Context: an optimization exercise on an open-source flow, tuned for small area. The choices shown serve that exercise and are no tape-out recipe. The RTL was checked by simulation tests, not by an equivalence proof against the original design. Power figures rest on the tool's default switching activity, not on a simulated workload.

<file path="flow/config.mk">
export PLATFORM = sky130hd
export DESIGN_NAME = battleship
export DESIGN_NICKNAME = battleship
export VERILOG_FILES = /design/flow/design.v
export SDC_FILE = /design/flow/constraint.sdc
export NUM_CORES = 4
export LEC_CHECK = 0
export CAP_MARGIN = 20
export CORE_MARGIN = 2
export CORE_UTILIZATION = 65
export CTS_BUF_LIST = sky130_fd_sc_hd__clkbuf_4 sky130_fd_sc_hd__clkbuf_8
export SLEW_MARGIN = 20
</file>
<file path="flow/constraint.sdc">
create_clock -name core_clock -period 5.0 [get_ports {clk}]
set_input_delay 1.0000 -clock core_clock [delete_from_list [all_inputs] [get_ports {clk}]]
set_output_delay 1.0000 -clock core_clock [all_outputs]
set_load 0.01 [all_outputs]
</file>
<file path="flow/design.v">
`timescale 1ns / 1ps
module battleship(
input wire clk,
input wire rst,
input wire ARDUINO_A0,
input wire ARDUINO_A1,
input wire ARDUINO_A2,
input wire ARDUINO_A3,
output wire ARDUINO_IO0,
output wire ARDUINO_IO1,
output wire ARDUINO_IO2,
output wire ARDUINO_IO6,
output wire ARDUINO_IO7,
output wire ARDUINO_IO8,
output wire ARDUINO_IO9,
output wire ARDUINO_IO10,
output wire ARDUINO_IO11,
output reg ARDUINO_A4,
output reg ARDUINO_A5,
output wire PMOD1_D0_P,
output wire PMOD1_D0_N,
output wire PMOD1_D1_P,
output wire PMOD1_D1_N,
output wire PMOD1_D2_P,
output wire PMOD1_D2_N,
output wire PMOD2_D0_P,
output wire PMOD2_D0_N,
output wire PMOD2_D1_P,
output wire PMOD2_D2_P,
output wire PMOD2_D2_N,
output wire PMOD2_D3_P,
output wire ARDUINO_IO3,
output wire ARDUINO_IO4,
output wire ARDUINO_IO5
);
reg [5:0] sub;        
reg [1:0] pr, pc;
reg [2:0] q;          
localparam [5:0] SUB_DISP = 6'd48;    
localparam [5:0] SUB_LAST = 6'd9;     
wire dtick = (sub == SUB_DISP);
wire sub_last = (sub == SUB_LAST);
wire gtick = sub_last && q[1] && q[0] && (pr == 2'd1) && (pc == 2'd1);
wire       slot_wrap = pc[1] || (pr == 2'd3);
wire [1:0] nr = slot_wrap ? pr + 2'd1 : pr;
wire [1:0] nc = {!slot_wrap && pc[0], !slot_wrap && !pc[0]};
always @(posedge clk) begin
    sub <= (rst || sub_last) ? 6'd0 : {sub[4:0], ~(sub[5] ^ sub[4])};
    if (rst) begin
        pr <= 2'd3;
        pc <= 2'd0;
        q <= 0;
    end else if (dtick) begin
        pr <= nr;
        pc <= nc;
        if (pr == 2'd2 && pc[1])
            q <= {q[1:0], !(q[2] || q[1])};
    end
end
reg [1:0] step;
reg p2, big, atk;
reg [1:0] inputRow, inputCol;
reg [2:0] cnt;        
reg       first;      
reg [1:0] hitsP1, hitsP2;    
reg       turn;       
reg       hit;        
reg [8:0] fired1, fired2, ship1, ship2;
wire s_row = (step == 2'd0);
wire s_col = (step == 2'd1);
wire s_com = (step == 2'd2);
wire s_spc = (step == 2'd3);
wire on1 = atk && (!s_spc || !turn);
wire on2 = atk && (!s_spc || turn);
wire any_sw = !ARDUINO_A1 || !ARDUINO_A2 || !ARDUINO_A3;
wire [1:0] sw_val = {ARDUINO_A1 && ARDUINO_A2, ARDUINO_A1 && !ARDUINO_A2};
wire tgt_hits3 = turn ? (hitsP1 == 2'b10) : (hitsP2 == 2'b10);
wire win = hit && tgt_hits3;
wire [2:0] row_hot = {inputRow[1], inputRow[0], !inputRow[1] && !inputRow[0]};
wire [2:0] col_msk = {inputCol[1] || (big && inputCol[0]), big || inputCol[0],
                      !inputCol[1] && !inputCol[0]};
wire commit = gtick && s_com;
wire clr_en = gtick && s_spc && !atk;
wire place1 = commit && !atk && !p2;
wire place2 = commit && !atk && p2;
wire shoot1 = commit && atk && !turn;
wire shoot2 = commit && atk && turn;
wire [8:0] cell_msk = {{3{row_hot[2]}} & col_msk, {3{row_hot[1]}} & col_msk, {3{row_hot[0]}} & col_msk};
always @(posedge clk) begin
    ship1  <= (ship1  & {9{!clr_en}}) | (cell_msk & {9{place1}});
    ship2  <= (ship2  & {9{!clr_en}}) | (cell_msk & {9{place2}});
    fired1 <= (fired1 & {9{!clr_en}}) | (cell_msk & {9{shoot1}});
    fired2 <= (fired2 & {9{!clr_en}}) | (cell_msk & {9{shoot2}});
end
wire lit = (nr != 2'd3);
reg f1, s1, f2, s2;
always @(*) begin
    case ({nr, nc})
    4'b0000: begin f1 = fired1[0]; s1 = ship1[0]; f2 = fired2[0]; s2 = ship2[0]; end
    4'b0001: begin f1 = fired1[1]; s1 = ship1[1]; f2 = fired2[1]; s2 = ship2[1]; end
    4'b0010: begin f1 = fired1[2]; s1 = ship1[2]; f2 = fired2[2]; s2 = ship2[2]; end
    4'b0100: begin f1 = fired1[3]; s1 = ship1[3]; f2 = fired2[3]; s2 = ship2[3]; end
    4'b0101: begin f1 = fired1[4]; s1 = ship1[4]; f2 = fired2[4]; s2 = ship2[4]; end
    4'b0110: begin f1 = fired1[5]; s1 = ship1[5]; f2 = fired2[5]; s2 = ship2[5]; end
    4'b1000: begin f1 = fired1[6]; s1 = ship1[6]; f2 = fired2[6]; s2 = ship2[6]; end
    4'b1001: begin f1 = fired1[7]; s1 = ship1[7]; f2 = fired2[7]; s2 = ship2[7]; end
    4'b1010: begin f1 = fired1[8]; s1 = ship1[8]; f2 = fired2[8]; s2 = ship2[8]; end
    default: begin f1 = 1'b0; s1 = 1'b0; f2 = 1'b0; s2 = 1'b0; end
    endcase
end
wire scan_tgt = atk && s_com && (nr == inputRow) && (nc == inputCol);
always @(posedge clk) begin
    if (scan_tgt) hit <= turn ? s2 : s1;
end
always @(posedge clk) begin
    if (rst) begin
        step <= 2'd3;
        p2 <= 0;
        big <= 0;
        atk <= 0;
        inputRow <= 0;
        inputCol <= 0;
        cnt <= 0;
        first <= 1'b1;
        hitsP1 <= 0;
        hitsP2 <= 0;
        turn <= 0;
        ARDUINO_A4 <= 0;
        ARDUINO_A5 <= 0;
    end else if (gtick) begin
        case (step)
        2'd0: begin
            ARDUINO_A4 <= 1;
            ARDUINO_A5 <= 0;
            if (!ARDUINO_A0) begin
                if (any_sw) inputRow <= sw_val;
                step <= 2'd1;
            end
        end
        2'd1: begin
            ARDUINO_A4 <= 0;
            ARDUINO_A5 <= 1;
            if (!ARDUINO_A0) begin
                if (any_sw) inputCol <= sw_val;
                step <= 2'd2;
            end
        end
        2'd2: begin
            step <= 2'd0;
            if (atk) begin
                if (hit) begin
                    if (turn) hitsP1 <= {hitsP1[0], !hitsP1[1]};
                    else      hitsP2 <= {hitsP2[0], !hitsP2[1]};
                end
                turn <= !turn;
                if (win) step <= 2'd3;
            end else if (!big) begin
                cnt <= {cnt[1:0], cnt[2] ^ (cnt[1] || !cnt[0])};
                if (cnt == 3'b001) big <= 1;
            end else begin
                big <= 0;
                if (p2) begin
                    p2 <= 0;
                    atk <= 1;
                end else begin
                    p2 <= 1;
                    if (first) cnt <= 0;
                    first <= 0;
                end
            end
        end
        2'd3: begin
            if (!atk) begin
                step <= 2'd0;
            end else begin
                ARDUINO_A4 <= 0;
                ARDUINO_A5 <= 0;
                if (!ARDUINO_A1 && !ARDUINO_A2 && !ARDUINO_A3) begin
                    hitsP1 <= 0;
                    hitsP2 <= 0;
                    turn <= 0;
                    atk <= 0;
                end
            end
        end
        endcase
    end
end
reg [1:0] colr1, colr2;
always @(posedge clk) begin
    if (rst) begin
        colr1 <= 0;
        colr2 <= 0;
    end else if (dtick) begin
        if (on1) colr1 <= {lit & f1, lit & (!f1 | s1)};
        if (on2) colr2 <= {lit & f2, lit & (!f2 | s2)};
    end
end
wire [2:0] pr_hot = {pr[1] && !pr[0], !pr[1] && pr[0], !pr[1] && !pr[0]};
wire [2:0] pc_hot = {pc[1], pc[0], !pc[1] && !pc[0]};
wire [2:0] sr1 = {on1 && pr_hot[2], !on1 || pr_hot[1], on1 && pr_hot[0]};
wire [2:0] sc1 = {on1 && pc_hot[2], !on1 || pc_hot[1], on1 && pc_hot[0]};
wire [2:0] sr2 = {on2 && pr_hot[2], !on2 || pr_hot[1], on2 && pr_hot[0]};
wire [2:0] sc2 = {on2 && pc_hot[2], !on2 || pc_hot[1], on2 && pc_hot[0]};
wire g1 = !colr1[1] && colr1[0], r1 = colr1[1] && !colr1[0], b1 = colr1[1] && colr1[0], l1 = colr1[1] || colr1[0];
wire g2 = !colr2[1] && colr2[0], r2 = colr2[1] && !colr2[0], b2 = colr2[1] && colr2[0], l2 = colr2[1] || colr2[0];
assign ARDUINO_IO0  = g1 & sc1[0];
assign ARDUINO_IO1  = g1 & sc1[1];
assign ARDUINO_IO2  = g1 & sc1[2];
assign ARDUINO_IO6  = b1 & sc1[0];
assign ARDUINO_IO7  = b1 & sc1[1];
assign ARDUINO_IO8  = b1 & sc1[2];
assign ARDUINO_IO9  = r1 & sc1[0];
assign ARDUINO_IO10 = r1 & sc1[1];
assign ARDUINO_IO11 = r1 & sc1[2];
assign ARDUINO_IO3  = !(l1 & sr1[0]);
assign ARDUINO_IO4  = !(l1 & sr1[1]);
assign ARDUINO_IO5  = !(l1 & sr1[2]);
assign PMOD1_D1_N = g2 & sc2[0];
assign PMOD1_D2_P = g2 & sc2[1];
assign PMOD1_D2_N = g2 & sc2[2];
assign PMOD2_D0_P = b2 & sc2[0];
assign PMOD2_D0_N = b2 & sc2[1];
assign PMOD2_D1_P = b2 & sc2[2];
assign PMOD1_D0_P = r2 & sc2[0];
assign PMOD1_D0_N = r2 & sc2[1];
assign PMOD1_D1_P = r2 & sc2[2];
assign PMOD2_D2_P = !(l2 & sr2[0]);
assign PMOD2_D2_N = !(l2 & sr2[1]);
assign PMOD2_D3_P = !(l2 & sr2[2]);
endmodule
</file>
<file path="flow/flow/run.sh">
#!/bin/bash
# Standard layout, with the port buffers made from the smallest buffer cell.
set -e
export BUFFER_PORTS_ARGS="-buffer_cell sky130_fd_sc_hd__buf_1"
bash standard.sh > standard.log 2>&1
</file>
<file path="flow/standard.sh">
#!/bin/bash
# synth_recipe.tcl (not shown) runs the flow's synth.tcl, then flattens the netlist and writes it again
# the make line also repeats each setting of config.mk as NAME=value (left out here)
make -C /OpenROAD-flow-scripts/flow DESIGN_CONFIG=/design/flow/config.mk WORK_HOME=/design/flow/orfs CLKGATE_MAP_FILE= SYNTH_SCRIPT=/design/flow/synth_recipe.tcl "${@:-finish}"
</file>
==> impl_metrics.py, run 1 <==
metrics = {
    "routing": {
        "vias_per_cell": 5.78,
        "final_antenna_net_count": 0,
        "route.vias.total": 3082,
        "wl_per_cell_um": 14.9,
        "detail_route.wirelength_mm": 7.95,
        "drcViolationCount": 0,
        "drt_pre_antenna_iters": 5,
        "drt_iter0_drc": 194,
    },
    "synthesis": {
        "synthMostInstantiatedCell": "dfxtp_1",
        "synth_area_um2": 3660,
        "synth_top_cell_by_area": "dfxtp_1",
        "synth_common_cells": "dfxtp_1 (73), nand2_1 (69), nor2_1 (43), o21ai_1 (38), a21oi_1 (21)",
        "ys_seq_elements": 74,
        "synth_top_cells_by_area": "dfxtp_1 (40%), nand2_1 (7.1%), o21ai_1 (5.2%)",
        "synthesis.nets": 453,
        "netlist_instances": 439,
        "async_flop_share": 0,
        "yosysUniqueCellTypes": 62,
        "synth_top_area_frac": 0.400,
        "syn_area_per_cell_um2": 8.33,
        "synth-edff-count": 1,
        "ys_warn_count": 1,
        "ys_seq_area_frac": 0.408,
        "ys.flop_type": "dfxtp_1",
    },
    "floorplanning": {
        "num_io_pins": 32,
        "core_area_um2": 5470,
        "die_area_um2": 6240,
        "die_w_um": 79.0,
        "rows": 27,
        "die_h_um": 79.0,
        "start_util": 0.668,
    },
    "timing": {
        "tightest_slew_ps": 778,
        "drv_slew": 0,
        "slew_headroom": 0.481,
        "rsz0062_at_grt": "no",
        "min_period_ps": 3160,
        "setup_viol": 0,
        "worst_hold_slack_ps": 449,
        "clock_skew_ps": 13.0,
        "post-route-period-util": 0.633,
        "fmax_mhz": 316,
        "hold_viol_final": 0,
        "finalSetupTns_ps": 0,
    },
    "global_routing": {
        "grt_usage": 0.269,
        "grt_first_pass_wirelength_mm": 13.0,
        "grt_start_max_net_pins": 39,
        "overflow": 0,
        "antenna_found_initial": 0,
        "grt_pass1_vias": 2679,
    },
    "cells_and_area": {
        "final_area_um2": 3960,
        "area_growth_pct": 8.28,
        "n_antenna_cell": 0,
        "nets": 470,
        "drive_above_1_share": 0.0716,
        "n_fill_cell": 450,
    },
    "worst_setup_path": {
        "crit_arrival_ps": 2160,
        "crit_fanout": 18,
        "required_ps": 4000,
        "path_class": "reg2out",
        "worst_setup_path_start_kind": "register",
        "critPathCaptureType": "primary output",
        "r2r_cells": 6,
    },
    "placement": {
        "place_area_um2": 3720,
        "place.gp.congestion": 0.825,
        "dpl.hpwl_mm": 5.63,
        "io_buffers": 31,
    },
    "clocking": {
        "cts_inserted_buffers": 9,
        "cts.htree.levels": 3,
        "clkTransAtPathRegs_ps": 80,
        "cts-root-buf": "clkbuf_8",
        "cts_tree": "done",
        "post_cts_resized": 0,
        "hold_buffers": 0,
        "cts_setup_buffers": 0,
        "clk_latency_ps": 360,
        "cts_sinks": 74,
        "clock_path_buffers": 2,
    },
    "power_and_ir_drop": {
        "power_leakage_nw": 1.35,
        "worst_ir_drop_vdd_mv": 0.224,
        "total_power_w": 0.00113,
        "powerDensity_nw_per_um2": 286,
    },
    "job": {
        "drv_cap": 0,
    },
    "status": {
        "status": "timing/DRC/antenna clean",
    },
    "hold_path": {
        "min_path_type": "reg2reg",
        "hold_path_depth": 2,
    },
}
layer usage:
metal  global-route usage  share of wire
met1                0.371           0.47
met4                0.138          0.022
met3               0.0443          0.041
met5                    0              0
met2                0.408           0.47
per-stage QoR:
| step | utilization | std cells | setup WS, ps |
|---|---|---|---|
| final | 0.723 | 533 | 1840 |
| after global routing | 0.723 | 533 | 1630 |
| after CTS | 0.721 | 532 | 1860 |
| after detailed placement | 0.679 | 516 | 2170 |
| after global placement | 0.679 | 516 | 2240 |
| after floorplan | - | 439 | 2680 |
cells in the final DEF (no fill, tap or decap), drive strengths merged, types with 4 or more instances in the layout:
cell type  synthesis  layout
a211oi             4       4
a21oi             21      21
and2               5       5
buf               12      33
clkbuf            15      10
dfxtp             73      73
ha                 8       8
inv               12      12
mux2i             13      13
nand2             69      69
nand2b            11      11
nand3             11      11
nand3b             4       4
nor2              45      45
nor2b              8       8
nor3              10      10
o21ai             53      53
or3                6       6
state kept, by name, indices dropped and copies added (netlist names), 2 cells and up:
| signal | cells |
|---|---|
| fired1 | 9 |
| fired2 | 9 |
| ship1 | 9 |
| ship2 | 9 |
| sub | 6 |
| cnt | 3 |
| q | 3 |
| colr1 | 2 |
| colr2 | 2 |
| hitsP1 | 2 |
| hitsP2 | 2 |
| inputCol | 2 |
| inputRow | 2 |
| pc | 2 |
| pr | 2 |
| step | 2 |
kinds of logic (layout without fill, tap and decap cells):
group | Yosys count | count (layout) | synth area share
compound gates | 108 | 108 | 0.181
fa+ha+maj | 8 | 8 | 0.0274
xor+xnor | 5 | 5 | 0.0120
flops | 74 | 74 | 0.408
simple gates | 188 | 188 | 0.260
mux | 17 | 17 | 0.0571
buf+inv | 39 | 61 | 0.0544
worst paths after layout:
check / startpoint / endpoint / slack [ps]
setup / recovery: step[0] / PMOD2_D3_P / 1840
hold / removal: ship2[7] / ship2[7] / 450
setup reg to reg: pc[0] / fired1[1] / 2420
hold reg to reg: ship2[7] / ship2[7] / 450
final cells by class:
cell class	count	area, um^2	share of cell area
multi-input combinational	326	1970	0.497
sequential	74	1490	0.377
timing repair buffer	33	139	0.0351
clock buffer	10	138	0.0348
clock inverter	6	90.1	0.0228
tap	72	90.1	0.0228
inverter	12	45.0	0.0114
worst max-delay path, stage by stage, from the launching register on:
cell and delay, ps:
dfxtp_1 710, nand2_1 320, o21ai_0 380, nor2_1 140, nand2_1 90, buf_1 150
where the power goes:
group          internal, W  switching [W]  total [W]  leakage, nW
Sequential        0.000592     0.00000160   0.000593        0.598
Clock             0.000295       0.000229   0.000524        0.112
Combinational   0.00000573      0.0000106  0.0000164        0.642
Total             0.000893       0.000241    0.00113         1.35
==> run 2, diff against run 1 <==
--- a/flow/config.mk
+++ b/flow/config.mk
@@ -10,3 +10,5 @@
 export CORE_UTILIZATION = 65
-export CTS_BUF_LIST = sky130_fd_sc_hd__clkbuf_4 sky130_fd_sc_hd__clkbuf_8
+export CTS_BUF_LIST = sky130_fd_sc_hd__clkbuf_8
+export CTS_CLUSTER_DIAMETER = 200
+export CTS_CLUSTER_SIZE = 40
 export SLEW_MARGIN = 20
==> impl_metrics.py, run 2 <==
metrics = {
    "global_routing": {
        "antenna_found_initial": 0,
        "grt_pass1_vias": 2679,
        "grt_first_pass_wirelength_mm": 13.0,
        "grt_start_max_net_pins": 39,
        "grt_usage": 0.269,
        "overflow": 0,
    },
    "routing": {
        "drt_pre_antenna_iters": 5,
        "detail_route.wirelength_mm": 7.95,
        "route.vias.total": 3082,
        "drt_iter0_drc": 194,
        "final_antenna_net_count": 0,
        "vias_per_cell": 5.78,
        "wl_per_cell_um": 14.9,
        "drcViolationCount": 0,
    },
    "floorplanning": {
        "die_area_um2": 6240,
        "num_io_pins": 32,
        "die_h_um": 79.0,
        "start_util": 0.668,
        "core_area_um2": 5470,
        "die_w_um": 79.0,
        "rows": 27,
    },
    "worst_setup_path": {
        "cp_num_buf_inv": 1,
        "required_ps": 4000,
        "critPathMaxStageDelay_ps": 710,
        "worst_setup_path_start_kind": "register",
        "path_class": "reg2out",
        "cp_cell_sequence": "nand2_1 > o21ai_0 > nor2_1 > nand2_1 > buf_1",
        "critPathCaptureType": "primary output",
        "critPathTopFamily": "flip-flops",
        "crit_top_cell": "nand2_1",
        "crit_arrival_ps": 2160,
        "worst_path_max_delay_cell": "dfxtp_1",
        "crit_fanout": 18,
    },
    "clocking": {
        "cts_tree": "done",
        "cts_inserted_buffers": 9,
        "cts-root-buf": "clkbuf_8",
        "clkTransAtPathRegs_ps": 80,
        "cts_sinks": 74,
        "cts_setup_buffers": 0,
        "post_cts_resized": 0,
        "clk_latency_ps": 360,
        "cts.htree.levels": 3,
        "hold_buffers": 0,
        "clock_path_buffers": 2,
    },
    "timing": {
        "fmax_mhz": 316,
        "tightest_slew_ps": 778,
        "rsz0062_at_grt": "no",
        "post-route-period-util": 0.633,
        "finalSetupTns_ps": 0,
        "hold_viol_final": 0,
        "drv_slew": 0,
        "min_period_ps": 3160,
        "clock_skew_ps": 13.0,
        "setup_viol": 0,
        "slew_headroom": 0.481,
    },
    "placement": {
        "io_buffers": 31,
        "dpl.hpwl_mm": 5.63,
        "place.gp.congestion": 0.825,
    },
    "synthesis": {
        "synth_top_cells_by_area": "dfxtp_1 (40%), nand2_1 (7.1%), o21ai_1 (5.2%)",
        "async_flop_share": 0,
        "synth_common_cells": "dfxtp_1 (73), nand2_1 (69), nor2_1 (43), o21ai_1 (38), a21oi_1 (21)",
        "ys_seq_elements": 74,
        "synthesis.nets": 453,
        "synthMostInstantiatedCell": "dfxtp_1",
        "ys_seq_area_frac": 0.408,
        "synth_area_um2": 3660,
        "syn_area_per_cell_um2": 8.33,
        "yosysUniqueCellTypes": 62,
        "ys_warn_count": 1,
        "netlist_instances": 439,
        "synth_top_cell_by_area": "dfxtp_1",
        "synth-edff-count": 1,
        "synth_top_area_frac": 0.400,
        "ys.flop_type": "dfxtp_1",
    },
    "cells_and_area": {
        "mostFrequentLayoutCell": "dfxtp_1",
        "drive_above_1_share": 0.0716,
        "layout_common_cells": "dfxtp_1 (73), nand2_1 (69), nor2_1 (43), o21ai_1 (38), buf_1 (31)",
        "nets": 470,
        "area_growth_pct": 8.28,
        "n_antenna_cell": 0,
    },
    "power_and_ir_drop": {
        "total_power_w": 0.00113,
        "worst_ir_drop_vdd_mv": 0.224,
        "powerDensity_nw_per_um2": 286,
        "power_leakage_nw": 1.35,
    },
    "status": {
        "status": "timing/DRC/antenna clean",
    },
    "hold_path": {
        "min_path_type": "reg2reg",
    },
    "job": {
        "drv_cap": 0,
    },
}
-- run 2: cell counts after synthesis --
Identical to the previous run, type by type.
-- run 2: layout make-up --
| class | instances | area (um^2) |
|---|---|---|
| well taps | 72 | 90.1 |
| clock inverters | 6 | 90.1 |
| repair buffers | 33 | 139 |
| flip-flops and latches | 74 | 1490 |
| multi-input cells | 326 | 1970 |
| clock buffers | 10 | 138 |
| fillers | 450 | 1510 |
| inverters | 12 | 45.0 |
-- run 2: worst reg2reg max path, cell delays in order, from the launching register on --
cell	delay, ps
dfxtp_1	830
and4_4	380
nand4b_4	260
or3_1	590
buf_8	240
nand2_1	90
o21ai_1	60
-- run 2: cells by family (layout without fill, tap and decap cells) --
group,after synthesis,in the layout,synth area share
and+or+nand+nor,188,188,0.260
adders and majority gates,8,8,0.0274
AOI/OAI and AO/OA,108,108,0.181
DFF,74,74,0.408
buffers and inverters,39,61,0.0544
muxes,17,17,0.0571
xor gates and xnor gates,5,5,0.0120
-- run 2: final timing paths --
kind,from,to,slack [ps],depth (start not counted)
worst max-delay path,step[0],PMOD2_D3_P,1840,5
worst min-delay path,ship2[7],ship2[7],450,2
worst max register to register,pc[0],fired1[1],2420,6
worst min register to register,ship2[7],ship2[7],450,2
-- run 2: per-stage QoR --
stage                     utilization  cell area (um^2)  cells  setup slack [ps]  hold WS (ps)
after global placement          0.679              3720    516              2240           433
final                           0.723              3960    533              1840           449
after CTS                       0.721              3940    532              1860           449
after global routing            0.723              3960    533              1630           469
after detailed placement        0.679              3720    516              2170           439
after floorplan                     -              3660    439              2680           425
-- run 2: report_power, final --
| part | internal [W] | switching (W) | total (W) |
|---|---|---|---|
| Sequential | 0.000592 | 0.00000160 | 0.000593 |
| Clock | 0.000295 | 0.000229 | 0.000524 |
| Combinational | 0.00000573 | 0.0000106 | 0.0000164 |
| Total | 0.000893 | 0.000241 | 0.00113 |
-- run 2: routing by layer --
metal	vias up	GRT usage	part of all wire
met5	-	0	0
met4	0	0.138	0.022
met3	14	0.0443	0.041
met2	82	0.408	0.47
met1	1414	0.371	0.47
li1	1572	-	-
==> run 3, diff against run 2 <==
--- a/flow/config.mk
+++ b/flow/config.mk
@@ -10,5 +10,5 @@
 export CORE_UTILIZATION = 65
-export CTS_BUF_LIST = sky130_fd_sc_hd__clkbuf_8
-export CTS_CLUSTER_DIAMETER = 200
-export CTS_CLUSTER_SIZE = 40
+export CTS_BUF_LIST = sky130_fd_sc_hd__clkbuf_16
+export CTS_CLUSTER_DIAMETER = 500
+export CTS_CLUSTER_SIZE = 80
 export SLEW_MARGIN = 20
==> impl_metrics.py, run 3 <==
metrics = {
    "status": {
        "status": "timing/DRC/antenna clean",
    },
    "timing": {
        "tightest_slew_ps": 817,
        "rsz0062_at_grt": "no",
        "finalSetupTns_ps": 0,
        "slew_headroom": 0.455,
        "fmax_mhz": 314,
        "hold_viol_final": 0,
        "min_period_ps": 3190,
        "clock_skew_ps": 8.21,
        "setup_viol": 0,
        "post-route-period-util": 0.637,
        "drv_slew": 0,
    },
    "floorplanning": {
        "rows": 27,
        "num_io_pins": 32,
        "start_util": 0.668,
        "die_h_um": 79.0,
        "core_area_um2": 5470,
        "die_w_um": 79.0,
        "die_area_um2": 6240,
    },
    "global_routing": {
        "antenna_found_initial": 0,
        "overflow": 0,
        "grt_first_pass_wirelength_mm": 13.3,
        "grt_pass1_vias": 2726,
        "grt_usage": 0.278,
        "grt_start_max_net_pins": 39,
    },
    "clocking": {
        "cts_tree": "done",
        "clkTransAtPathRegs_ps": 60,
        "cts_setup_buffers": 0,
        "hold_buffers": 0,
        "clk_latency_ps": 330,
        "cts_sinks": 74,
        "clock_path_buffers": 2,
        "post_cts_resized": 0,
        "cts-root-buf": "clkbuf_16",
        "cts_inserted_buffers": 9,
        "cts.htree.levels": 3,
    },
    "synthesis": {
        "synth_area_um2": 3660,
        "syn_area_per_cell_um2": 8.33,
        "synth_top_cells_by_area": "dfxtp_1 (40%), nand2_1 (7.1%), o21ai_1 (5.2%)",
        "ys.flop_type": "dfxtp_1",
        "synthesis.nets": 453,
        "synth_top_area_frac": 0.400,
        "ys_warn_count": 1,
        "ys_seq_elements": 74,
        "async_flop_share": 0,
        "synth_top_cell_by_area": "dfxtp_1",
        "synthMostInstantiatedCell": "dfxtp_1",
        "synth-edff-count": 1,
        "yosysUniqueCellTypes": 62,
        "ys_seq_area_frac": 0.408,
        "synth_common_cells": "dfxtp_1 (73), nand2_1 (69), nor2_1 (43), o21ai_1 (38), a21oi_1 (21)",
        "netlist_instances": 439,
    },
    "routing": {
        "wl_per_cell_um": 15.5,
        "drt_pre_antenna_iters": 4,
        "final_antenna_net_count": 0,
        "route.vias.total": 3122,
        "drt_iter0_drc": 162,
        "detail_route.wirelength_mm": 8.27,
        "drcViolationCount": 0,
        "vias_per_cell": 5.87,
    },
    "placement": {
        "io_buffers": 31,
        "place.gp.congestion": 0.825,
        "dpl.hpwl_mm": 5.63,
    },
    "cells_and_area": {
        "layout_common_cells": "dfxtp_1 (73), nand2_1 (69), nor2_1 (43), o21ai_1 (38), buf_1 (31)",
        "n_antenna_cell": 0,
        "mostFrequentLayoutCell": "dfxtp_1",
        "area_growth_pct": 10.4,
        "nets": 469,
        "drive_above_1_share": 0.0696,
    },
    "worst_setup_path": {
        "worst_path_max_delay_cell": "dfxtp_1",
        "path_class": "reg2out",
        "required_ps": 4000,
        "worst_setup_path_start_kind": "register",
        "critPathCaptureType": "primary output",
        "critPathMaxStageDelay_ps": 730,
        "crit_top_cell": "nand2_1",
        "crit_fanout": 18,
        "crit_arrival_ps": 2190,
        "cp_cell_sequence": "nand2_1 > o21ai_0 > nor2_1 > nand2_1 > buf_1",
    },
    "power_and_ir_drop": {
        "power_leakage_nw": 1.39,
        "worst_ir_drop_vdd_mv": 0.296,
        "powerDensity_nw_per_um2": 321,
        "total_power_w": 0.00130,
    },
    "job": {
        "drv_cap": 0,
    },
    "hold_path": {
        "min_path_type": "reg2reg",
    },
}
## run 3: critical path, delay by kind of cell, from the launching register on
kind            cells  cell delay [ps]
compound gates      1              410
buf+inv             1              150
flops               1              730
simple gates        3              570
## run 3: area by class of cell
type	count	area (um^2)
Tap cell	72	90.1
Clock buffer	9	225
Sequential cell	74	1490
Inverter	12	45.0
Timing Repair Buffer	32	124
Multi-Input combinational cell	326	1970
Clock inverter	7	93.8
Fill cell	428	1440
## run 3: cell families (layout without fill, tap and decap cells)
logic type	after synthesis	in the layout	synth area share
compound gates	108	108	0.181
fa+ha+maj	8	8	0.0274
simple gates	188	188	0.260
buf+inv	39	60	0.0544
mux	17	17	0.0571
xor+xnor	5	5	0.0120
flops	74	74	0.408
## run 3: worst paths after layout
kind                 start          to  slack, ps  cells after the start
setup / recovery   step[0]  PMOD2_D3_P       1810                      5
hold / removal    ship2[7]    ship2[7]        440                      2
setup reg to reg     pc[0]   fired1[1]       2270                      5
hold reg to reg   ship2[7]    ship2[7]        440                      2
## run 3: through the flow
stage	std cells	instance area, um^2	utilization	worst slack (ps)	hold slack [ps]
after floorplan	439	3660	-	2680	425
after global placement	516	3720	0.679	2240	433
after detailed placement	516	3720	0.679	2170	439
after CTS	532	4040	0.737	1840	447
after global routing	532	4040	0.738	1630	465
final	532	4040	0.738	1810	444
## run 3: power breakdown
part | leakage [nW] | switching [W] | internal (W) | total (W)
sequential | 0.598 | 0.00000164 | 0.000593 | 0.000594
combinational | 0.634 | 0.0000109 | 0.00000573 | 0.0000166
clock | 0.153 | 0.000249 | 0.000435 | 0.000684
## run 3: metal layers
metal	GRT usage	part of all wire	vias to the layer above
met5	0	0	-
li1	-	-	1574
met3	0.0636	0.041	15
met4	0.0983	0.017	0
met2	0.438	0.47	77
met1	0.377	0.48	1456
==> run 4, diff against run 3 <==
==> flow/flow/run.sh (replaced) <==
#!/bin/bash
# Standard layout, with the port buffers made from the smallest buffer cell
# and a clock tree of few, large buffers without dummy loads.
set -e
export BUFFER_PORTS_ARGS="-buffer_cell sky130_fd_sc_hd__buf_1"
export CTS_ARGS="-sink_clustering_enable -sink_clustering_size 40 -sink_clustering_max_diameter 300 -buf_list sky130_fd_sc_hd__clkbuf_8 -root_buf sky130_fd_sc_hd__clkbuf_8 -dont_use_dummy_load -repair_clock_nets"
bash standard.sh > standard.log 2>&1
--- a/flow/config.mk
+++ b/flow/config.mk
@@ -10,5 +10,2 @@
 export CORE_UTILIZATION = 65
-export CTS_BUF_LIST = sky130_fd_sc_hd__clkbuf_16
-export CTS_CLUSTER_DIAMETER = 500
-export CTS_CLUSTER_SIZE = 80
 export SLEW_MARGIN = 20
==> impl_metrics.py, run 4 <==
metrics = {
    "routing": {
        "drt_pre_antenna_iters": 5,
        "wl_per_cell_um": 14.8,
        "drcViolationCount": 0,
        "final_antenna_net_count": 0,
        "vias_per_cell": 5.83,
        "route.vias.total": 3065,
        "detail_route.wirelength_mm": 7.80,
        "drt_iter0_drc": 153,
    },
    "status": {
        "status": "timing/DRC/antenna clean",
    },
    "timing": {
        "finalSetupTns_ps": 0,
        "hold_viol_final": 0,
        "worst_hold_slack_ps": 446,
        "slew_headroom": 0.475,
        "drv_slew": 0,
        "min_period_ps": 3110,
        "post-route-period-util": 0.622,
        "setup_viol": 0,
        "rsz0062_at_grt": "no",
        "tightest_slew_ps": 786,
        "clock_skew_ps": 18.5,
        "fmax_mhz": 322,
        "fin_ws_ps": 1890,
    },
    "global_routing": {
        "grt_first_pass_wirelength_mm": 12.9,
        "overflow": 0,
        "antenna_found_initial": 0,
        "grt_start_max_net_pins": 39,
        "grt_usage": 0.266,
        "grt_pass1_vias": 2679,
    },
    "worst_setup_path": {
        "worst_setup_path_start_kind": "register",
        "r2r_end": "fired2[8]",
        "crit_arrival_ps": 2110,
        "path_class": "reg2out",
        "critPathCaptureType": "primary output",
        "rrSetupSlack_ps": 2420,
        "r2r_cells": 6,
        "r2r-start": "pc[0]",
        "crit_fanout": 18,
        "required_ps": 4000,
    },
    "cells_and_area": {
        "drive_above_1_share": 0.0573,
        "stdcell_count": 526,
        "n_fill_cell": 470,
        "layout_common_cells": "dfxtp_1 (73), nand2_1 (69), nor2_1 (43), o21ai_1 (38), buf_1 (31)",
        "nets": 470,
        "utilization": 0.704,
        "n_antenna_cell": 0,
        "area_growth_pct": 5.44,
        "mostFrequentLayoutCell": "dfxtp_1",
    },
    "synthesis": {
        "synth_area_um2": 3660,
        "synth_common_cells": "dfxtp_1 (73), nand2_1 (69), nor2_1 (43), o21ai_1 (38), a21oi_1 (21)",
        "synth_top_cell_by_area": "dfxtp_1",
        "ys.flop_type": "dfxtp_1",
        "async_flop_share": 0,
        "synth_top_area_frac": 0.400,
        "synthesis.nets": 453,
        "ys_seq_area_frac": 0.408,
        "synth-edff-count": 1,
        "yosysUniqueCellTypes": 62,
        "synthMostInstantiatedCell": "dfxtp_1",
        "ys_warn_count": 1,
        "ys_seq_elements": 74,
        "netlist_instances": 439,
        "synth_top_cells_by_area": "dfxtp_1 (40%), nand2_1 (7.1%), o21ai_1 (5.2%)",
        "syn_area_per_cell_um2": 8.33,
    },
    "placement": {
        "pre_cts_ws_ps": 2170,
        "place.gp.congestion": 0.825,
        "io_buffers": 31,
        "dpl.hpwl_mm": 5.63,
        "dp_cells": 516,
    },
    "floorplanning": {
        "start_util": 0.668,
        "die_h_um": 79.0,
        "num_io_pins": 32,
        "rows": 27,
        "die_w_um": 79.0,
        "die_area_um2": 6240,
        "core_area_um2": 5470,
    },
    "hold_path": {
        "worstHoldStart": "ship2[7]",
        "min_path_type": "reg2reg",
        "holdPathEnd": "ship2[7]",
        "hold_path_depth": 2,
    },
    "clocking": {
        "cts-root-buf": "clkbuf_8",
        "cts_inserted_buffers": 9,
        "hold_buffers": 0,
        "cts_sinks": 74,
        "clock_path_buffers": 2,
        "post_cts_resized": 0,
        "cts_setup_buffers": 0,
        "clkTransAtPathRegs_ps": 70,
        "cts.htree.levels": 3,
        "cts_tree": "done",
        "clk_latency_ps": 340,
    },
    "power_and_ir_drop": {
        "worst_ir_drop_vdd_mv": 0.184,
        "powerDensity_nw_per_um2": 247,
        "power_leakage_nw": 1.30,
    },
    "job": {
        "drv_cap": 0,
    },
}
[run 4: power by group]
group	switching (W)	internal (W)
clock	0.000183	0.000160
sequential	0.00000158	0.000592
combinational	0.0000106	0.00000574
total	0.000195	0.000758
[run 4: cell type report]
cell class	count	area, um^2	area share
timing repair buffer	33	139	0.0360
clock buffer	9	124	0.0321
multi-input combinational	326	1970	0.510
sequential	74	1490	0.387
tap	72	90.1	0.0234
inverter	12	45.0	0.0117
[run 4: worst max path at each step]
stage               startpoint    endpoint  depth (start not counted)
floorplan                  atk  PMOD1_D1_N                          4
global placement         pc[0]   fired1[7]                          5
detailed placement       pc[0]   fired1[1]                          5
CTS                    step[0]  PMOD2_D3_P                          5
global route           step[0]  PMOD2_D3_P                          5
finish                 step[0]  PMOD2_D3_P                          5
[run 4: cells by family after synthesis]
| kind of cell | share of synthesized area |
|---|---|
| simple gates | 0.260 |
| compound gates | 0.181 |
| flops | 0.408 |
| buf+inv | 0.0544 |
| mux | 0.0571 |
| fa+ha+maj | 0.0274 |
| xor+xnor | 0.0120 |
[run 4: through the flow]
step,total power (W),cell area [um^2]
2_1_floorplan,0.000618,3660
3_3_place_gp,0.000623,3720
3_5_place_dp,0.000623,3720
4_1_cts,0.000963,3840
5_1_grt,0.000992,3850
6_report,0.000953,3850
[run 4: metal layers]
layer / wire length (um) / global-route usage
met2: 3540 / 0.403
met1: 3680 / 0.369
met5: 0 / 0
met3: 386 / 0.0545
met4: 187 / 0.116
[run 4: worst max-delay path, stage by stage (launching register included)]
cell and delay, ps:
dfxtp_1 700, nand2_1 310, o21ai_0 370, nor2_1 140, nand2_1 90, buf_1 150
==> run 5, diff against run 4 <==
==> flow/flow/run.sh (replaced) <==
#!/bin/bash
# Standard layout, with the port buffers made from the smallest buffer cell
# and a clock tree of few, large buffers without dummy loads.
set -e
export BUFFER_PORTS_ARGS="-buffer_cell sky130_fd_sc_hd__buf_1"
export CTS_ARGS="-buf_list sky130_fd_sc_hd__clkbuf_8 -root_buf sky130_fd_sc_hd__clkbuf_8 -dont_use_dummy_load -repair_clock_nets"
bash standard.sh > standard.log 2>&1
==> impl_metrics.py, run 5 <==
metrics = {
    "clocking": {
        "post_cts_resized": 0,
        "clock_path_buffers": 2,
        "clk_latency_ps": 340,
        "hold_buffers": 0,
        "cts_setup_buffers": 0,
        "cts.htree.levels": 3,
        "cts_inserted_buffers": 9,
        "clkTransAtPathRegs_ps": 70,
        "cts_tree": "done",
        "cts-root-buf": "clkbuf_8",
        "cts_sinks": 74,
    },
    "synthesis": {
        "ys_warn_count": 1,
        "synth_common_cells": "dfxtp_1 (73), nand2_1 (69), nor2_1 (43), o21ai_1 (38), a21oi_1 (21)",
        "async_flop_share": 0,
        "synth_top_area_frac": 0.400,
        "syn_area_per_cell_um2": 8.33,
        "synth_top_cells_by_area": "dfxtp_1 (40%), nand2_1 (7.1%), o21ai_1 (5.2%)",
        "synth_area_um2": 3660,
        "ys.flop_type": "dfxtp_1",
        "netlist_instances": 439,
        "ys_seq_area_frac": 0.408,
        "synthMostInstantiatedCell": "dfxtp_1",
        "synthesis.nets": 453,
        "synth-edff-count": 1,
        "ys_seq_elements": 74,
        "yosysUniqueCellTypes": 62,
        "synth_top_cell_by_area": "dfxtp_1",
    },
    "job": {
        "drv_cap": 0,
    },
    "worst_setup_path": {
        "crit_fanout": 18,
        "r2r_end": "fired2[8]",
        "r2r_cells": 6,
        "path_class": "reg2out",
        "r2r-start": "pc[0]",
        "required_ps": 4000,
        "crit_start": "step[0]",
        "crit_arrival_ps": 2110,
        "critPathCaptureType": "primary output",
        "worst_setup_path_start_kind": "register",
        "rrSetupSlack_ps": 2420,
        "crit_end": "PMOD2_D3_P",
    },
    "floorplanning": {
        "start_util": 0.668,
        "die_w_um": 79.0,
        "rows": 27,
        "die_h_um": 79.0,
        "die_area_um2": 6240,
        "num_io_pins": 32,
        "core_area_um2": 5470,
    },
    "cells_and_area": {
        "final_area_um2": 3850,
        "n_fill_cell": 470,
        "utilization": 0.704,
        "mostFrequentLayoutCell": "dfxtp_1",
        "n_antenna_cell": 0,
        "area_growth_pct": 5.44,
        "drive_above_1_share": 0.0573,
        "layout_common_cells": "dfxtp_1 (73), nand2_1 (69), nor2_1 (43), o21ai_1 (38), buf_1 (31)",
        "nets": 470,
    },
    "routing": {
        "route.vias.total": 3065,
        "detail_route.wirelength_mm": 7.80,
        "wl_per_cell_um": 14.8,
        "drt_pre_antenna_iters": 5,
        "drt_iter0_drc": 153,
        "vias_per_cell": 5.83,
        "final_antenna_net_count": 0,
        "drcViolationCount": 0,
    },
    "status": {
        "status": "timing/DRC/antenna clean",
    },
    "timing": {
        "hold_viol_final": 0,
        "fmax_mhz": 322,
        "rsz0062_at_grt": "no",
        "setup_viol": 0,
        "slew_headroom": 0.475,
        "tightest_slew_ps": 786,
        "clock_skew_ps": 18.5,
        "finalSetupTns_ps": 0,
        "post-route-period-util": 0.622,
        "min_period_ps": 3110,
        "drv_slew": 0,
    },
    "global_routing": {
        "grt_first_pass_wirelength_mm": 12.9,
        "grt_usage": 0.266,
        "grt_start_max_net_pins": 39,
        "antenna_found_initial": 0,
        "grt_pass1_vias": 2679,
        "overflow": 0,
    },
    "power_and_ir_drop": {
        "worst_ir_drop_vdd_mv": 0.184,
        "powerDensity_nw_per_um2": 247,
        "power_leakage_nw": 1.30,
        "total_power_w": 0.000953,
    },
    "placement": {
        "place_area_um2": 3720,
        "dpl.hpwl_mm": 5.63,
        "io_buffers": 31,
        "place.gp.congestion": 0.825,
    },
    "hold_path": {
        "min_path_type": "reg2reg",
    },
}
## run 5: cells by family after synthesis
logic type	share of synthesized area
AND/OR/NAND/NOR	0.260
AO/OA/AOI/OAI	0.181
flip-flops	0.408
buffers and inverters	0.0544
multiplexers	0.0571
adder cells (fa/ha/maj)	0.0274
XOR/XNOR	0.0120
## run 5: stage by stage
step           cells  worst slack (ps)  hold slack [ps]
3_5_place_dp     516              2170              439
5_1_grt          526              1650              467
2_1_floorplan    439              2680              425
3_3_place_gp     516              2240              433
4_1_cts          525              1880              447
6_report         526              1890              446
## run 5: worst min-delay path by stage
stage / startpoint / endpoint / depth (start not counted)
final: ship2[7] / ship2[7] / 2
after global routing: cnt[0] / cnt[0] / 2
after CTS: ship2[7] / ship2[7] / 2
after detailed placement: ship2[7] / ship2[7] / 2
after global placement: fired1[2] / fired1[2] / 2
after floorplan: fired1[8] / fired1[8] / 2
## run 5: final cells by class
type                       instances  area [um^2]  share of cell area
sequential                        74         1490               0.387
tap                               72         90.1              0.0234
timing repair buffer              33          139              0.0360
clock buffer                       9          124              0.0321
multi-input combinational        326         1970               0.510
inverter                          12         45.0              0.0117
## run 5: where the power goes
part / switching [W] / internal (W) / total [W]
sequential: 0.00000158 / 0.000592 / 0.000594
clock: 0.000183 / 0.000160 / 0.000343
combinational: 0.0000106 / 0.00000574 / 0.0000163
## run 5: routing by layer
layer  GRT usage  vias to the layer above  wire, um
met4       0.116                        0       187
met1       0.369                     1404      3680
li1            -                     1559         -
met5           0                        -         0
met2       0.403                       84      3540
met3      0.0545                       18       386
## run 5: critical path: stages (launching register included)
cell	delay [ps]
dfxtp_1	700
nand2_1	310
o21ai_0	370
nor2_1	140
nand2_1	90
buf_1	150
==> run 6, diff against run 5 <==
==> flow/flow/run.sh (replaced) <==
#!/bin/bash
# Standard layout, with the port buffers made from the smallest buffer cell
# and a clock tree of few, large buffers without dummy loads.
set -e
export BUFFER_PORTS_ARGS="-buffer_cell sky130_fd_sc_hd__buf_1"
export CTS_ARGS="-sink_clustering_enable -sink_clustering_size 80 -sink_clustering_max_diameter 300 -buf_list sky130_fd_sc_hd__clkbuf_16 -root_buf sky130_fd_sc_hd__clkbuf_16 -dont_use_dummy_load -repair_clock_nets"
bash standard.sh > standard.log 2>&1
==> impl_metrics.py, run 6 <==
metrics = {
    "synthesis": {
        "ys_warn_count": 1,
        "async_flop_share": 0,
        "synth_top_cell_by_area": "dfxtp_1",
        "synth-edff-count": 1,
        "synthMostInstantiatedCell": "dfxtp_1",
        "yosysUniqueCellTypes": 62,
        "synth_top_area_frac": 0.400,
        "ys.flop_type": "dfxtp_1",
        "netlist_instances": 439,
        "synth_area_um2": 3660,
        "synth-adder-area-share": 0.0274,
        "synth_top_cells_by_area": "dfxtp_1 (40%), nand2_1 (7.1%), o21ai_1 (5.2%)",
        "synth_xor_area_frac": 0.0120,
        "synth_mux_area_frac": 0.0572,
        "synth_common_cells": "dfxtp_1 (73), nand2_1 (69), nor2_1 (43), o21ai_1 (38), a21oi_1 (21)",
        "ys_seq_area_frac": 0.408,
        "synth_top_family_by_area": "simple AND/OR/NAND/NOR gates",
        "synthSimpleGateAreaFrac": 0.260,
        "synthesis.nets": 453,
        "syn_area_per_cell_um2": 8.33,
        "synth_compound_area_frac": 0.181,
        "ys_seq_elements": 74,
    },
    "clocking": {
        "post_cts_resized": 0,
        "cts_sinks": 74,
        "clkTransAtPathRegs_ps": 50,
        "cts_setup_buffers": 0,
        "clk_latency_ps": 330,
        "cts_inserted_buffers": 9,
        "cts-root-buf": "clkbuf_16",
        "cts.htree.levels": 3,
        "cts_tree": "done",
        "clock_path_buffers": 2,
        "hold_buffers": 0,
    },
    "floorplanning": {
        "core_area_um2": 5470,
        "die_h_um": 79.0,
        "die_area_um2": 6240,
        "rows": 27,
        "die_w_um": 79.0,
        "start_util": 0.668,
        "num_io_pins": 32,
    },
    "placement": {
        "place_area_um2": 3720,
        "place.gp.congestion": 0.825,
        "dpl.hpwl_mm": 5.63,
        "io_buffers": 31,
    },
    "timing": {
        "slew_headroom": 0.455,
        "hold_viol_final": 0,
        "rsz0062_at_grt": "no",
        "tightest_slew_ps": 817,
        "post-route-period-util": 0.622,
        "setup_viol": 0,
        "min_period_ps": 3110,
        "fmax_mhz": 322,
        "drv_slew": 0,
        "finalSetupTns_ps": 0,
        "clock_skew_ps": 15.0,
    },
    "routing": {
        "drcViolationCount": 0,
        "detail_route.wirelength_mm": 8.10,
        "wl_per_cell_um": 15.4,
        "vias_per_cell": 5.91,
        "drt_iter0_drc": 165,
        "route.vias.total": 3103,
        "final_antenna_net_count": 0,
        "drt_pre_antenna_iters": 5,
    },
    "power_and_ir_drop": {
        "total_power_w": 0.00113,
        "power_leakage_nw": 1.34,
        "powerDensity_nw_per_um2": 287,
        "worst_ir_drop_vdd_mv": 0.271,
    },
    "cells_and_area": {
        "n_fill_cell": 444,
        "drive_above_1_share": 0.0574,
        "ff_latch_area_um2": 1490,
        "nets": 469,
        "multiInputGateArea_um2": 1970,
        "layout_common_cells": "dfxtp_1 (73), nand2_1 (69), nor2_1 (43), o21ai_1 (38), buf_1 (31)",
        "area_growth_pct": 7.84,
        "mostFrequentLayoutCell": "dfxtp_1",
        "final_area_um2": 3940,
        "n_antenna_cell": 0,
    },
    "global_routing": {
        "antenna_found_initial": 0,
        "overflow": 0,
        "grt_first_pass_wirelength_mm": 13.1,
        "grt_start_max_net_pins": 39,
        "grt_usage": 0.274,
        "grt_pass1_vias": 2702,
    },
    "hold_path": {
        "min_path_type": "reg2reg",
    },
    "worst_setup_path": {
        "required_ps": 4000,
        "crit_arrival_ps": 2110,
        "worst_setup_path_start_kind": "register",
        "path_class": "reg2out",
        "crit_fanout": 18,
        "critPathCaptureType": "primary output",
    },
    "job": {
        "drv_cap": 0,
    },
    "status": {
        "status": "timing/DRC/antenna clean",
    },
}
## run 6: cell counts after synthesis
Identical to the previous run, type by type.
## run 6: path summary, 6_finish.rpt
kind | depth (start not counted) | to | from | slack, ps
worst min-delay path | 2 | ship2[7] | ship2[7] | 440
worst min register to register | 2 | ship2[7] | ship2[7] | 440
worst max-delay path | 5 | PMOD2_D3_P | step[0] | 1890
worst max register to register | 5 | fired1[1] | pc[0] | 2270
## run 6: through the flow
| stage | hold WS [ps] | setup WS [ps] | std cells | utilization |
|---|---|---|---|---|
| 2_1_floorplan | 425 | 2680 | 439 | - |
| 3_3_place_gp | 433 | 2240 | 516 | 0.679 |
| 3_5_place_dp | 439 | 2170 | 516 | 0.679 |
| 4_1_cts | 446 | 1900 | 525 | 0.720 |
| 5_1_grt | 465 | 1680 | 525 | 0.720 |
| 6_report | 443 | 1890 | 525 | 0.720 |
## run 6: kinds of logic after synthesis
group	count (synthesis)
AND/OR/NAND/NOR	188
AO/OA/AOI/OAI	108
flip-flops	74
buffers and inverters	39
multiplexers	17
adder cells (fa/ha/maj)	8
XOR/XNOR	5
## run 6: final cells by class
| cell class | count | share of cell area |
|---|---|---|
| Multi-Input combinational cell | 326 | 0.499 |
| Sequential cell | 74 | 0.378 |
| Clock buffer | 9 | 0.0571 |
| Timing Repair Buffer | 32 | 0.0314 |
| Tap cell | 72 | 0.0228 |
| Inverter | 12 | 0.0114 |
## run 6: worst max-delay path, stage by stage, from the launching register on
cell	delay [ps]
dfxtp_1	700
nand2_1	320
o21ai_0	380
nor2_1	140
nand2_1	90
buf_1	150
## run 6: power by group
group	switching, W	internal, W
clock network	0.000206	0.000315
logic	0.0000106	0.00000573
registers	0.00000163	0.000594
## run 6: per-layer routing
metal	GRT usage	routed length [um]	part of all wire	vias to the layer above
li1	-	-	-	1566
met1	0.372	3820	0.47	1437
met2	0.429	3770	0.46	85
met3	0.0625	385	0.048	15
met4	0.0983	130	0.016	0
met5	0	0	0	-
==> run 7, diff against run 6 <==
==> flow/run.sh (new file) <==
#!/bin/bash
# synth_recipe.tcl (not shown) runs the flow's synth.tcl, then flattens the netlist and writes it again
# the make line also repeats each setting of config.mk as NAME=value (left out here)
make -C /OpenROAD-flow-scripts/flow DESIGN_CONFIG=/design/flow/config.mk WORK_HOME=/design/flow/orfs CLKGATE_MAP_FILE= SYNTH_SCRIPT=/design/flow/synth_recipe.tcl finish
--- a/flow/config.mk
+++ b/flow/config.mk
@@ -9,3 +9,3 @@
 export CORE_MARGIN = 2
-export CORE_UTILIZATION = 65
+export CORE_UTILIZATION = 40
 export SLEW_MARGIN = 20
removed: flow/flow/run.sh
removed: flow/standard.sh
==> impl_metrics.py, run 7 <==
metrics = {
    "status": {
        "status": "timing/DRC/antenna clean",
    },
    "power_and_ir_drop": {
        "worst_ir_drop_vdd_mv": 0.124,
        "powerDensity_nw_per_um2": 259,
        "power_leakage_nw": 1.41,
    },
    "cells_and_area": {
        "area_growth_pct": 13.5,
        "drive_above_1_share": 0.0717,
        "utilization": 0.471,
        "final_area_um2": 4150,
        "mostFrequentLayoutCell": "dfxtp_1",
        "n_fill_cell": 857,
        "nets": 469,
        "layout_common_cells": "dfxtp_1 (73), nand2_1 (69), nor2_1 (43), o21ai_1 (38), clkdlybuf4s50_1 (31)",
        "n_antenna_cell": 0,
    },
    "global_routing": {
        "grt_start_max_net_pins": 37,
        "grt_usage": 0.183,
        "grt_pass1_vias": 2918,
        "antenna_found_initial": 0,
        "grt_first_pass_wirelength_mm": 14.4,
        "overflow": 0,
    },
    "floorplanning": {
        "rows": 34,
        "die_area_um2": 9920,
        "die_h_um": 99.6,
        "die_w_um": 99.6,
        "start_util": 0.415,
        "core_area_um2": 8810,
        "num_io_pins": 32,
    },
    "synthesis": {
        "synthesis.nets": 453,
        "netlist_instances": 439,
        "synth_top_cells_by_area": "dfxtp_1 (40%), nand2_1 (7.1%), o21ai_1 (5.2%)",
        "synth_common_cells": "dfxtp_1 (73), nand2_1 (69), nor2_1 (43), o21ai_1 (38), a21oi_1 (21)",
        "async_flop_share": 0,
        "ys_warn_count": 1,
        "synth_top_area_frac": 0.400,
        "ys_seq_area_frac": 0.408,
        "synthMostInstantiatedCell": "dfxtp_1",
        "syn_area_per_cell_um2": 8.33,
        "synth-edff-count": 1,
        "ys.flop_type": "dfxtp_1",
        "yosysUniqueCellTypes": 62,
        "synth_area_um2": 3660,
        "synth_top_cell_by_area": "dfxtp_1",
        "ys_seq_elements": 74,
    },
    "timing": {
        "finalSetupTns_ps": 0,
        "setup_viol": 0,
        "post-route-period-util": 0.710,
        "tightest_slew_ps": 983,
        "clock_skew_ps": 12.5,
        "fin_ws_ps": 1450,
        "fmax_mhz": 282,
        "hold_viol_final": 0,
        "rsz0062_at_grt": "no",
        "slew_headroom": 0.342,
        "drv_slew": 0,
        "worst_hold_slack_ps": 450,
        "min_period_ps": 3550,
    },
    "worst_setup_path": {
        "required_ps": 4000,
        "path_class": "reg2out",
        "worst_setup_path_start_kind": "register",
        "critPathCaptureType": "primary output",
        "crit_arrival_ps": 2550,
        "crit_fanout": 18,
    },
    "clocking": {
        "cts_setup_buffers": 0,
        "clk_latency_ps": 350,
        "hold_buffers": 0,
        "cts_tree": "done",
        "clkTransAtPathRegs_ps": 80,
        "clock_path_buffers": 2,
        "cts-root-buf": "clkbuf_8",
        "cts.htree.levels": 3,
        "cts_inserted_buffers": 9,
        "post_cts_resized": 0,
        "cts_sinks": 74,
    },
    "routing": {
        "drt_pre_antenna_iters": 4,
        "final_antenna_net_count": 0,
        "drt_iter0_drc": 147,
        "detail_route.wirelength_mm": 8.64,
        "route.vias.total": 3104,
        "wl_per_cell_um": 15.2,
        "vias_per_cell": 5.46,
        "drcViolationCount": 0,
    },
    "placement": {
        "place.gp.congestion": 0.866,
        "place_area_um2": 3960,
        "dpl.hpwl_mm": 6.14,
        "pre_cts_ws_ps": 1840,
        "io_buffers": 31,
    },
    "job": {
        "drv_cap": 0,
    },
    "hold_path": {
        "min_path_type": "reg2reg",
    },
}
## run 7: area by class of cell
class / count / area [um^2] / area share
Clock buffer: 9 / 124 / 0.0299
Clock inverter: 7 / 68.8 / 0.0166
Sequential cell: 74 / 1490 / 0.359
Tap cell: 108 / 135 / 0.0326
Multi-Input combinational cell: 326 / 1970 / 0.474
Inverter: 12 / 45.0 / 0.0109
Timing Repair Buffer: 32 / 318 / 0.0766
## run 7: cell families (layout without fill, tap and decap cells)
logic type      Yosys count  after routing  share of synthesized area
mux                      17             17                     0.0571
flops                    74             74                      0.408
fa+ha+maj                 8              8                     0.0274
buf+inv                  39             60                     0.0544
compound gates          108            108                      0.181
simple gates            188            188                      0.260
xor+xnor                  5              5                     0.0120
## run 7: path summary, 6_finish.rpt
kind	endpoint	slack [ps]	startpoint	depth (start not counted)
max	PMOD2_D3_P	1450	step[0]	5
min	fired2[8]	450	fired2[8]	2
max reg2reg	fired2[1]	2190	pc[0]	5
min reg2reg	fired2[8]	450	fired2[8]	2
## run 7: worst max-delay path: stages, from the launching register on
cell and delay [ps]:
dfxtp_1 690, nand2_1 320, o21ai_0 400, nor2_1 150, nand2_1 90, clkdlybuf4s50_1 530
## run 7: per-layer routing
layer  routed length, um  GRT usage  vias to the layer above
met5                   0          0                        -
met4                 157     0.0738                        0
met3                 343     0.0443                       13
met2                3990      0.291                       56
met1                4150      0.239                     1461
li1                    -          -                     1574
## run 7: report_power, final
| part | total [W] | internal [W] | switching [W] |
|---|---|---|---|
| clock network | 0.000460 | 0.000230 | 0.000231 |
| registers | 0.000593 | 0.000592 | 0.00000144 |
| logic | 0.0000193 | 0.00000834 | 0.0000110 |
| total | 0.00107 | 0.000830 | 0.000243 |
## run 7: metrics by stage
stage / cells / power (W)
detailed placement: 552 / 0.000626
CTS: 568 / 0.00108
global placement: 552 / 0.000626
finish: 568 / 0.00107
global route: 568 / 0.00112
floorplan: 439 / 0.000618
==> run 8, diff against run 7 <==
==> flow/flow/run.sh (new file) <==
#!/bin/bash
# The standard layout with three changes:
#  - synthesis maps the logic with an area-oriented ABC script (flow/area.abc);
#    everything else in synthesis (registers, flattening, renaming) is the standard flow's own
#  - the port buffers are made from the smallest buffer cell
#  - the clock tree uses clkbuf_8 buffers and no dummy loads
set -e
here=$PWD
export MY_ABC_SCRIPT=$here/flow/area.abc
sed 's#log_cmd abc {\*}\$abc_args#log_cmd abc -script $::env(MY_ABC_SCRIPT) {*}[lrange $abc_args 2 end]#' \
    $FLOW_HOME/scripts/synth.tcl > $here/synth_area.tcl
grep -q 'MY_ABC_SCRIPT' $here/synth_area.tcl
sed "s#\$::env(SCRIPTS_DIR)/synth.tcl#$here/synth_area.tcl#" synth_recipe.tcl > $here/synth_recipe_area.tcl
grep -q 'synth_area.tcl' $here/synth_recipe_area.tcl
export BUFFER_PORTS_ARGS="-buffer_cell sky130_fd_sc_hd__buf_1"
export CTS_ARGS="-buf_list sky130_fd_sc_hd__clkbuf_8 -root_buf sky130_fd_sc_hd__clkbuf_8 -dont_use_dummy_load -repair_clock_nets"
bash standard.sh SYNTH_SCRIPT=$here/synth_recipe_area.tcl finish > standard.log 2>&1
==> flow/flow/area.abc (new file) <==
strash
&get -n
&fraig -x
&put
scorr
dc2
strash
&get -n
&dch -f
&nf -R 1000 -p
&put
==> flow/standard.sh (new file) <==
#!/bin/bash
# synth_recipe.tcl (not shown) runs the flow's synth.tcl, then flattens the netlist and writes it again
# the make line also repeats each setting of config.mk as NAME=value (left out here)
make -C /OpenROAD-flow-scripts/flow DESIGN_CONFIG=/design/flow/config.mk WORK_HOME=/design/flow/orfs CLKGATE_MAP_FILE= SYNTH_SCRIPT=/design/flow/synth_recipe.tcl "${@:-finish}"
--- a/flow/config.mk
+++ b/flow/config.mk
@@ -9,3 +9,3 @@
 export CORE_MARGIN = 2
-export CORE_UTILIZATION = 40
+export CORE_UTILIZATION = 65
 export SLEW_MARGIN = 20
removed: flow/run.sh
==> impl_metrics.py, run 8 <==
metrics = {
    "floorplanning": {
        "num_io_pins": 32,
        "die_w_um": 74.6,
        "die_h_um": 74.6,
        "rows": 25,
        "die_area_um2": 5570,
        "core_area_um2": 4750,
        "start_util": 0.682,
    },
    "worst_setup_path": {
        "r2r-start": "sub[4]",
        "cp_cell_sequence": "nand2_1 > o21ai_0 > nor2_1 > nor2_1 > buf_1",
        "worst_setup_path_start_kind": "register",
        "critPathMaxStageDelay_ps": 570,
        "r2r_end": "hitsP2[0]",
        "critPathCaptureType": "primary output",
        "rrSetupSlack_ps": 2150,
        "crit_fanout": 8,
        "worst_path_max_delay_cell": "o21ai_0",
        "crit_top_cell": "nor2_1",
        "critPathTopFamily": "compound AO/OA/AOI/OAI gates",
        "cp_num_buf_inv": 1,
        "path_class": "reg2out",
        "required_ps": 4000,
        "r2r_cells": 10,
        "crit_arrival_ps": 2040,
    },
    "synthesis": {
        "ys_seq_elements": 74,
        "synth-edff-count": 1,
        "synth_common_cells": "nand2_1 (78), dfxtp_1 (73), nor2_1 (55), o21ai_0 (50), a21oi_1 (20)",
        "async_flop_share": 0,
        "netlist_instances": 404,
        "synthesis.nets": 418,
        "syn_area_per_cell_um2": 8.02,
        "synth_top_area_frac": 0.451,
        "synth_area_um2": 3240,
        "synth_top_cells_by_area": "dfxtp_1 (45%), nand2_1 (9.0%), o21ai_0 (7.7%)",
        "synthMostInstantiatedCell": "nand2_1",
        "synth_top_cell_by_area": "dfxtp_1",
        "ys_seq_area_frac": 0.460,
        "ys.flop_type": "dfxtp_1",
        "yosysUniqueCellTypes": 39,
        "ys_warn_count": 1,
    },
    "timing": {
        "drv_slew": 0,
        "clock_skew_ps": 17.9,
        "post-route-period-util": 0.608,
        "min_period_ps": 3040,
        "fmax_mhz": 329,
        "worst_hold_slack_ps": 458,
        "slew_headroom": 0.500,
        "tightest_slew_ps": 740,
        "setup_viol": 0,
        "finalSetupTns_ps": 0,
        "hold_viol_final": 0,
        "rsz0062_at_grt": "no",
    },
    "global_routing": {
        "grt_first_pass_wirelength_mm": 12.7,
        "overflow": 0,
        "antenna_found_initial": 0,
        "grt_pass1_vias": 2720,
        "grt_usage": 0.305,
        "grt_start_max_net_pins": 37,
    },
    "clocking": {
        "hold_buffers": 0,
        "cts_setup_buffers": 0,
        "cts-root-buf": "clkbuf_8",
        "clock_path_buffers": 2,
        "post_cts_resized": 0,
        "cts_tree": "done",
        "clk_latency_ps": 360,
        "clkTransAtPathRegs_ps": 70,
        "cts_inserted_buffers": 9,
        "cts.htree.levels": 3,
        "cts_sinks": 74,
    },
    "routing": {
        "met2_length_mm": 3.57,
        "detail_route.wirelength_mm": 7.82,
        "wl_per_cell_um": 15.2,
        "top_layer": "met4",
        "drcViolationCount": 0,
        "vias_per_cell": 6.09,
        "route.vias.total": 3123,
        "met1_length_mm": 3.55,
        "drt_iter0_drc": 301,
        "drt_pre_antenna_iters": 6,
        "wl_met3_um": 535,
        "final_antenna_net_count": 0,
    },
    "placement": {
        "dpl.hpwl_mm": 5.63,
        "io_buffers": 31,
        "place.gp.congestion": 0.984,
    },
    "power_and_ir_drop": {
        "power_leakage_nw": 1.21,
        "powerDensity_nw_per_um2": 267,
        "worst_ir_drop_vdd_mv": 0.244,
    },
    "cells_and_area": {
        "layout_common_cells": "nand2_1 (78), dfxtp_1 (73), nor2_1 (55), o21ai_0 (50), buf_1 (31)",
        "utilization": 0.753,
        "area_growth_pct": 10.5,
        "drive_above_1_share": 0.0247,
        "nets": 462,
        "n_antenna_cell": 0,
        "mostFrequentLayoutCell": "nand2_1",
    },
    "hold_path": {
        "min_path_type": "reg2reg",
        "hold_path_depth": 2,
        "worstHoldStart": "ship2[0]",
        "holdPathEnd": "ship2[0]",
    },
    "status": {
        "status": "timing/DRC/antenna clean",
    },
    "job": {
        "drv_cap": 0,
    },
}
-- run 8: cell count changes after synthesis, sizes merged, moves of 9 or more --
cell    delta
buf       -12
inv       -12
clkbuf    -15
nor2      +10
nand2      +9
-- run 8: report_power, final --
part	total [W]	internal (W)	switching [W]	leakage [nW]
clock network	0.000350	0.000160	0.000189	0.0647
logic	0.0000124	0.00000367	0.00000871	0.554
registers	0.000594	0.000592	0.00000134	0.596
-- run 8: metrics by stage --
step | instances | cell area [um^2] | setup WS [ps] | total power (W)
after CTS | 513 | 3580 | 2030 | 0.000955
after detailed placement | 504 | 3460 | 2190 | 0.000619
after global routing | 513 | 3580 | 1750 | 0.000972
after global placement | 504 | 3460 | 2270 | 0.000619
final | 513 | 3580 | 1960 | 0.000956
after floorplan | 404 | 3240 | 2620 | 0.000610
-- run 8: area by class of cell --
| class | count | area (um^2) |
|---|---|---|
| fill | 373 | 1170 |
| clock buffer | 9 | 124 |
| timing repair buffer | 33 | 131 |
| inverter | 8 | 30.0 |
| multi-input combinational | 322 | 1720 |
| tap | 67 | 83.8 |
| sequential | 74 | 1490 |
-- run 8: worst max path at each step --
stage,from,end,slack (ps),depth (start not counted)
after detailed placement,sub[4],hitsP2[0],2190,10
final,step[1],PMOD1_D0_N,1960,5
after global routing,sub[4],hitsP2[0],1750,10
after global placement,sub[4],hitsP2[0],2270,10
after floorplan,sub[4],hitsP2[0],2620,10
after CTS,step[1],PMOD1_D0_N,2030,5
-- run 8: per-layer routing --
metal	up-vias	GRT usage
met4	0	0.129
li1	1525	-
met5	-	0
met1	1450	0.415
met2	134	0.478
met3	14	0.0602
-- run 8: cell families after synthesis --
family / synth area share
adder cells (fa/ha/maj): 0.0309
multiplexers: 0.0154
XOR/XNOR: 0.00541
AO/OA/AOI/OAI: 0.197
AND/OR/NAND/NOR: 0.281
buffers and inverters: 0.00927
flip-flops: 0.460
-- run 8: tightest hold or removal path, stage by stage, from the launching register on --
cell,delay [ps]
dfxtp_1,330
nand2_1,50
o21ai_0,50

==> what the ideal ports hide <==
In the flow no input, the clock included, has a driving cell. The finished layouts below were timed again as built, in two steps. Step 1 assumes that a clkbuf_16 drives the clock port and a buf_2 every other input. Step 2 adds t to the input delays and takes it off the output delays; t is the mean of the earliest and latest rising clock arrival at the registers after step 1. Input paths then give back, and output paths get back, about the clock's delay inside the block. Three values: ideal ports, drivers, drivers and shift; two values: the first two.
| run | shift t [ns] | setup WS [ns] | worst hold slack (ns) | pins driven straight from the clock port |
|---|---|---|---|---|
| run 1 | 0.385 | 1.837 / 1.806 / 2.191 | 0.449 / 0.449 / 0.449 | 1 |
| run 2 | 0.385 | 1.837 / 1.806 / 2.191 | 0.449 / 0.449 / 0.449 | 1 |
| run 3 | 0.365 | 1.813 / 1.778 / 2.143 | 0.444 / 0.444 / 0.444 | 1 |
| run 4 | 0.363 | 1.891 / 1.862 / 2.225 | 0.446 / 0.446 / 0.446 | 1 |
| run 5 | 0.363 | 1.891 / 1.862 / 2.225 | 0.446 / 0.446 / 0.446 | 1 |
| run 6 | 0.354 | 1.891 / 1.856 / 2.210 | 0.443 / 0.443 / 0.443 | 1 |
| run 7 | 0.379 | 1.451 / 1.420 / 1.799 | 0.450 / 0.450 / 0.450 | 1 |
| run 8 | 0.379 | 1.959 / 1.929 / 2.149 | 0.458 / 0.458 / 0.458 | 1 |
After both steps setup and hold are still met in every run listed.
